Background: an optimization exercise with open tools, aiming at small area and a short achievable clock period. Do not read the settings as production practice.
RTL that was checked went through simulation tests only; none was proved equivalent to the original.
Power is estimated from default activity; no workload was simulated.

## new_alu
module new_alu(i_op, i_arg_A, i_arg_B, i_clk, i_reset, o_result, o_status, o_op_rdy, o_alu_error);
	input  logic [3:0] i_op;
	input  logic [7:0] i_arg_A;
	input  logic [7:0] i_arg_B;
	input  logic       i_clk;
	input  logic       i_reset;
	output logic [7:0] o_result;
	output logic [3:0] o_status;
	output logic       o_op_rdy;
	output logic       o_alu_error;
	logic [7:0] res;
	logic [3:0] st;
	alu_core core(.i_op(i_op), .i_arg_A(i_arg_A), .i_arg_B(i_arg_B), .res(res), .st(st));
	always_ff @(posedge i_clk) begin
		if (!i_reset) begin
			o_result <= 8'd0;
			o_status <= 4'd0;
		end else begin
			o_result <= res;
			o_status <= st;
		end
	end
	assign o_alu_error = o_status[0];
	assign o_op_rdy = ~o_status[0];
endmodule
Size in the first run: ~36 I/O pins, ~4200 µm² of cells after synthesis.
==> flow/config.mk <==
export PLATFORM = sky130hd
export DESIGN_NAME = new_alu
export DESIGN_NICKNAME = new_alu
export VERILOG_FILES = /design/flow/design.v
export SDC_FILE = /design/flow/constraint.sdc
export NUM_CORES = 4
export LEC_CHECK = 0
export ABC_AREA = 1
export CAP_MARGIN = 20
export CORE_MARGIN = 2
export CORE_UTILIZATION = 70
export SLEW_MARGIN = 20
==> flow/constraint.sdc <==
create_clock -name core_clock -period 18.0 [get_ports {i_clk}]
set_input_delay 3.6000 -clock core_clock [delete_from_list [all_inputs] [get_ports {i_clk}]]
set_output_delay 3.6000 -clock core_clock [all_outputs]
set_load 0.01 [all_outputs]
standard.sh (not shown) runs the stock make flow with config.mk's settings and CLKGATE_MAP_FILE= SYNTH_SCRIPT=/design/flow/synth_recipe.tcl, a recipe that flattens the netlist after the stock synthesis.
==> flow/flow/run.sh <==
#!/bin/bash
# The standard layout (standard.sh), with these changes:
# - Yosys's full/half-adder cell extraction off (ADDER_MAP_FILE empty), so that
#   ABC maps the adders' logic together with the rest;
# - the port buffers are sky130_fd_sc_hd__buf_2 cells;
# - repair_timing aims at 9 ns of setup slack (SETUP_SLACK_MARGIN).
set -euo pipefail
bash standard.sh ADDER_MAP_FILE= "BUFFER_PORTS_ARGS=-buffer_cell sky130_fd_sc_hd__buf_2" SETUP_SLACK_MARGIN=9 finish > standard.log 2>&1
Rerun with:
==> flow/flow/run.sh (replaced) <==
#!/bin/bash
# The standard layout, with Yosys's full/half-adder cell extraction turned off
# (ADDER_MAP_FILE empty) so that ABC maps the adders' logic with the rest.
set -euo pipefail
bash standard.sh ADDER_MAP_FILE= finish > standard.log 2>&1
CORE_UTILIZATION = 40   (was 70)
Hold slack improves by 360 ps.
Routed wire length falls by 7.4%.
Via count falls by 15%.
Count of clock-buffer cells in the layout stays the same.
Total power falls by 9.4%.
Sequential share of layout area rises by 0.34 points.
Cell count rises by 2.7%.
Synthesized area is unchanged.
First-iteration DRC count falls by 64%.
Rerun with:
==> flow/flow/run.sh (replaced) <==
#!/bin/bash
# The standard layout (standard.sh), with these changes:
# - Yosys's full/half-adder cell extraction off (ADDER_MAP_FILE empty), so that
#   ABC maps the adders' logic together with the rest;
# - the port buffers are sky130_fd_sc_hd__buf_2 cells;
# - extra make settings: RECOVER_POWER=100 SETUP_SLACK_MARGIN=8.5
set -euo pipefail
bash standard.sh ADDER_MAP_FILE= "BUFFER_PORTS_ARGS=-buffer_cell sky130_fd_sc_hd__buf_2" RECOVER_POWER=100 SETUP_SLACK_MARGIN=8.5 finish > standard.log 2>&1
CORE_UTILIZATION = 70   (was 40)
What happened: Synthesized area is unchanged; cell area drops by 6.3%; cell count drops by 6.2%; global-route usage climbs by 16 points; utilization climbs by 29 points; sequential power barely changes; routed wire length drops by 9.0%.
Rerun with:
==> flow/flow/run.sh (replaced) <==
#!/bin/bash
# The standard layout, with two changes:
# - Yosys's full/half-adder cell extraction off (ADDER_MAP_FILE empty), so that
#   ABC maps the adders' logic together with the rest;
# - repair_timing aims at 9 ns of setup slack (SETUP_SLACK_MARGIN), i.e. it
#   keeps sizing and buffering until the paths fit in 18 - 9 ns.
set -euo pipefail
bash standard.sh ADDER_MAP_FILE= SETUP_SLACK_MARGIN=9 finish > standard.log 2>&1
CORE_UTILIZATION = 40   (was 70)
Result:
- worst setup slack improves by 1100 ps
- sequential cell count is unchanged
- area after synthesis is unchanged
- final area rises by 24%
- sequential share of layout area falls by 1.1 points
Rerun with:
==> flow/flow/run.sh (replaced) <==
#!/bin/bash
# The standard layout (standard.sh), with these changes:
# - Yosys's full/half-adder cell extraction off (ADDER_MAP_FILE empty), so that
#   ABC maps the adders' logic together with the rest;
# - the port buffers are sky130_fd_sc_hd__buf_2 cells;
# - repair_timing aims at 0 ns of setup slack (SETUP_SLACK_MARGIN).
set -euo pipefail
bash standard.sh ADDER_MAP_FILE= "BUFFER_PORTS_ARGS=-buffer_cell sky130_fd_sc_hd__buf_2" SETUP_SLACK_MARGIN=0 finish > standard.log 2>&1
CORE_UTILIZATION = 70   (was 40)
Effect: Power fell by 13%; worst hold slack loses 160 ps; cell count fell by 10%; combinational power drops by 17%; design area drops by 18%; worst setup slack loses 520 ps; utilization came out higher by 23 points; synthesized cell count stays the same.


Another version of the RTL of new_alu (not shown whole).
Size in the first run: ~12 flip-flops, ~36 I/O pins, about 3800 µm² of cells after synthesis.
Settings: LEC_CHECK=0, ABC_AREA=1, ABC_CLOCK_PERIOD_IN_PS=6000, CAP_MARGIN=20, CORE_MARGIN=2, CORE_UTILIZATION=40, SLEW_MARGIN=20; clock period 18.0 ns.
run.sh (not shown) runs the stock make flow with config.mk's settings and CLKGATE_MAP_FILE= SYNTH_SCRIPT=/design/flow/synth_recipe.tcl, a recipe that flattens the netlist after the stock synthesis.
Stock flow here: none of the scripts above is used.
The baseline completed with no timing, DRC or antenna violations.
==> next run, changes <==
--- a/flow/config.mk
+++ b/flow/config.mk
@@ -8,3 +8,2 @@
 export ABC_AREA = 1
-export ABC_CLOCK_PERIOD_IN_PS = 6000
 export CAP_MARGIN = 20
=> Utilization does not change; cell area is unchanged; first-iteration DRC count is unchanged; clock-buffer cell count does not change; critical path depth does not change; wire length does not change; global-route usage stays the same; power does not change; combinational power hardly moves.
==> next run, changes <==
--- a/flow/config.mk
+++ b/flow/config.mk
@@ -7,3 +7,2 @@
 export LEC_CHECK = 0
-export ABC_AREA = 1
 export CAP_MARGIN = 20
Result:
- clock power rose by 110%
- clock-buffer cell count is higher by 1
- flip-flop and latch count does not change
- die area rises by 22%
- first-iteration DRC count goes up by 63%
- sequential power is about the same
==> next run, changes <==
--- a/flow/config.mk
+++ b/flow/config.mk
@@ -7,2 +7,4 @@
 export LEC_CHECK = 0
+export ABC_AREA = 0
+export ABC_CLOCK_PERIOD_IN_PS = 6000
 export CAP_MARGIN = 20
Outcome:
- The new run finished with timing, DRC and antenna clean
- worst hold slack does not change
- via count stays the same
- die area stays the same
- fmax is unchanged
- wire length stays the same
- global-route usage stays the same
- total power is unchanged
No functional check of the RTL was part of any run of this note.


## lane 1
Another version of the RTL of new_alu (not shown whole).
For scale: roughly 740 cells after synthesis, about 13 flip-flops, roughly 36 I/O pins, ~3800 um2 of cells after synthesis.
==> flow/config.mk <==
export PLATFORM = sky130hd
export DESIGN_NAME = new_alu
export DESIGN_NICKNAME = new_alu
export VERILOG_FILES = /design/flow/design.v
export SDC_FILE = /design/flow/constraint.sdc
export NUM_CORES = 4
export LEC_CHECK = 0
export ABC_AREA = 1
export CAP_MARGIN = 20
export CORE_MARGIN = 2
export CORE_UTILIZATION = 60
export PLACE_DENSITY = 0.85
export SLEW_MARGIN = 20
==> flow/constraint.sdc <==
create_clock -name core_clock -period 18.0 [get_ports {i_clk}]
set_input_delay 3.6000 -clock core_clock [delete_from_list [all_inputs] [get_ports {i_clk}]]
set_output_delay 3.6000 -clock core_clock [all_outputs]
set_load 0.01 [all_outputs]
standard.sh (not shown) runs the stock make flow with config.mk's settings and CLKGATE_MAP_FILE= SYNTH_SCRIPT=/design/flow/synth_recipe.tcl, a recipe that flattens the netlist after the stock synthesis.
==> flow/flow/run.sh <==
#!/bin/bash
# The standard layout (standard.sh), with two changes:
# - Yosys's full/half-adder cell extraction is off (ADDER_MAP_FILE empty), so
#   that ABC maps the adders' logic together with the rest of the logic;
# - the port buffers are sky130_fd_sc_hd__buf_2 cells (BUFFER_PORTS_ARGS).
set -euo pipefail
bash standard.sh ADDER_MAP_FILE= "BUFFER_PORTS_ARGS=-buffer_cell sky130_fd_sc_hd__buf_2" finish > standard.log 2>&1
Modified inputs, lane 2 compared to lane 1
- changing CORE_UTILIZATION from 60 to 70
==> flow/flow/run.sh <==
#!/bin/bash
# The standard layout (standard.sh), with two changes:
# - Yosys's full/half-adder cell extraction is off (ADDER_MAP_FILE empty), so
#   that ABC maps the adders' logic together with the rest of the logic;
# - the port buffers are sky130_fd_sc_hd__buf_1 cells (BUFFER_PORTS_ARGS).
set -euo pipefail
bash standard.sh ADDER_MAP_FILE= "BUFFER_PORTS_ARGS=-buffer_cell sky130_fd_sc_hd__buf_1" finish > standard.log 2>&1
==> summary.txt <==
Result: PASS for each of lane 2 and lane 1. | power in sequential cells | lane 2 vs lane 1 | ≈ equal |. Area overhead of the layout relative to synthesis delta for lane 2 relative to lane 1: 1.1 points lower. Lane 1 tops out at a lower clock frequency than lane 2. [lane 2 vs lane 1] met3 routing resource usage after global routing: lower in lane 2. Number of top-level pins: lane 2 vs lane 1 identical. From lane 1 to lane 2 the numbers moved as follows: final worst hold slack about even; wire length reported by the detailed router has decreased. Compare lane 2 and lane 1 | final cell count higher: lane 1. In the metrics for lane 2 and lane 1, the one carrying the lower global-route usage is lane 1.
The following lists how lane 3 was set up differently from lane 2:
==> flow/flow/run.sh <==
#!/bin/bash
# The standard layout (standard.sh), with two changes:
# - Yosys's full/half-adder cell extraction is off (ADDER_MAP_FILE empty), so
#   that ABC maps the adders' logic together with the rest of the logic;
# - the port buffers are sky130_fd_sc_hd__buf_2 cells (BUFFER_PORTS_ARGS).
set -euo pipefail
bash standard.sh ADDER_MAP_FILE= "BUFFER_PORTS_ARGS=-buffer_cell sky130_fd_sc_hd__buf_2" finish > standard.log 2>&1
## What came out
From lane 2 to lane 3 the numbers moved as follows: data required time of the critical path held; post-detailed-routing wire length went down about 3%; largest vdd supply drop went down 13%; wire length per cell after detailed routing went down 2.9%.
Modified inputs, lane 4 compared to lane 3
- CTS_BUF_LIST now sky130_fd_sc_hd__clkbuf_4, previously not set
Results
Compared with lane 3, power density over cell area in lane 4 decreased by a few percent.
Between lane 3 and lane 4, the via count figures differ only marginally.
Comparing lane 3 with lane 4, the sequential share of layout area came out essentially unchanged.
Lane 3 has lower sequential cell fraction of total power than lane 4.
Going from lane 3 to lane 4, global routing usage on met1 grows by 0.21 points.
Setup slack ended up 0.075 ns higher on lane 4 than on lane 3.
Compared with lane 3, in lane 4 minimum period implied by the final worst setup slack shows a reduction of 0.075 ns, share of total power in combinational logic shows an increase of 2.5 points.
--- input diff lane 4..lane 5 ---
- CTS_BUF_LIST changed from sky130_fd_sc_hd__clkbuf_4 to sky130_fd_sc_hd__clkbuf_2
Results
- The sequential share of layout area was comparable across lane 5 and lane 4.
- Changes observed in lane 5 relative to lane 4: non-clock buffer contribution to total cell area comparable; reported net switching power comparable; setup slack now smaller; area added between synthesis and finish now smaller; data required time at the worst endpoint comparable.
- Total via count after detailed routing: lane 4 vs lane 5 — no meaningful difference
- Lane 5 and lane 4 ended up with nearly the same fmax.

-- static timing again, ports no longer ideal --
How much do the figures lean on ideal ports? The routed layouts below were timed once more, with nothing changed but the port constraints. Step 1: set_driving_cell puts a clkbuf_16 on i_clk and a buf_2 on each other input, an assumption about the parent block. Step 2 moves the port delays by t, midway between the first and last clock arrival at a register: inputs arrive t later, outputs are due t later. That takes back most of the time a late clock gives input paths. Three values: no drivers, after step 1, after step 2; two values: the first two.
run	t, ns	setup WS [ns]	worst setup path at the end	latest minus earliest clock arrival (ns)	worst slew at a driven data input, ns
the first run of note 1	0.266	8.894 / 8.893 / 8.627	input to register	0.007 / 0.006	0.03
the second run of note 1	0.256	7.942 / 7.943 / 7.687	input to register	0.001 / 0.001	0.03
the third run of note 1	0.263	8.319 / 8.319 / 8.056	input to register	0.006 / 0.006	0.03
the fourth run of note 1	0.255	9.420 / 9.420 / 9.166	input to register	0.001 / 0.001	0.04
the fifth run of note 1	0.260	8.899 / 8.898 / 8.638	input to register	0.005 / 0.006	0.03
the first run of note 2	0.246	2.453 / 2.449 / 2.202	input to register	0.001 / 0.001	0.04
the second run of note 2	0.246	2.453 / 2.449 / 2.202	input to register	0.001 / 0.001	0.04
the third run of note 2	0.268	0.901 / 0.897 / 0.629	input to register	0.002 / 0.001	0.04
the fourth run of note 2	0.268	0.901 / 0.897 / 0.629	input to register	0.002 / 0.001	0.04
lane 1	0.252	9.912 / 9.896 / 9.644	input to register	0.002 / 0.002	0.04
lane 2	0.267	9.980 / 9.975 / 9.708	input to register	0.002 / 0.002	0.03
lane 3	0.253	10.175 / 10.173 / 9.920	input to register	0.001 / 0.002	0.03
lane 4	0.280	10.250 / 10.245 / 9.965	input to register	0.005 / 0.004	0.03
lane 5	0.268	10.228 / 10.223 / 9.955	input to register	0.001 / 0.001	0.03
After both steps every run listed still meets setup and hold. The setup slack of lane 4, which loses most, moves by -0.005 ns with the drivers and by -0.285 ns with both steps.
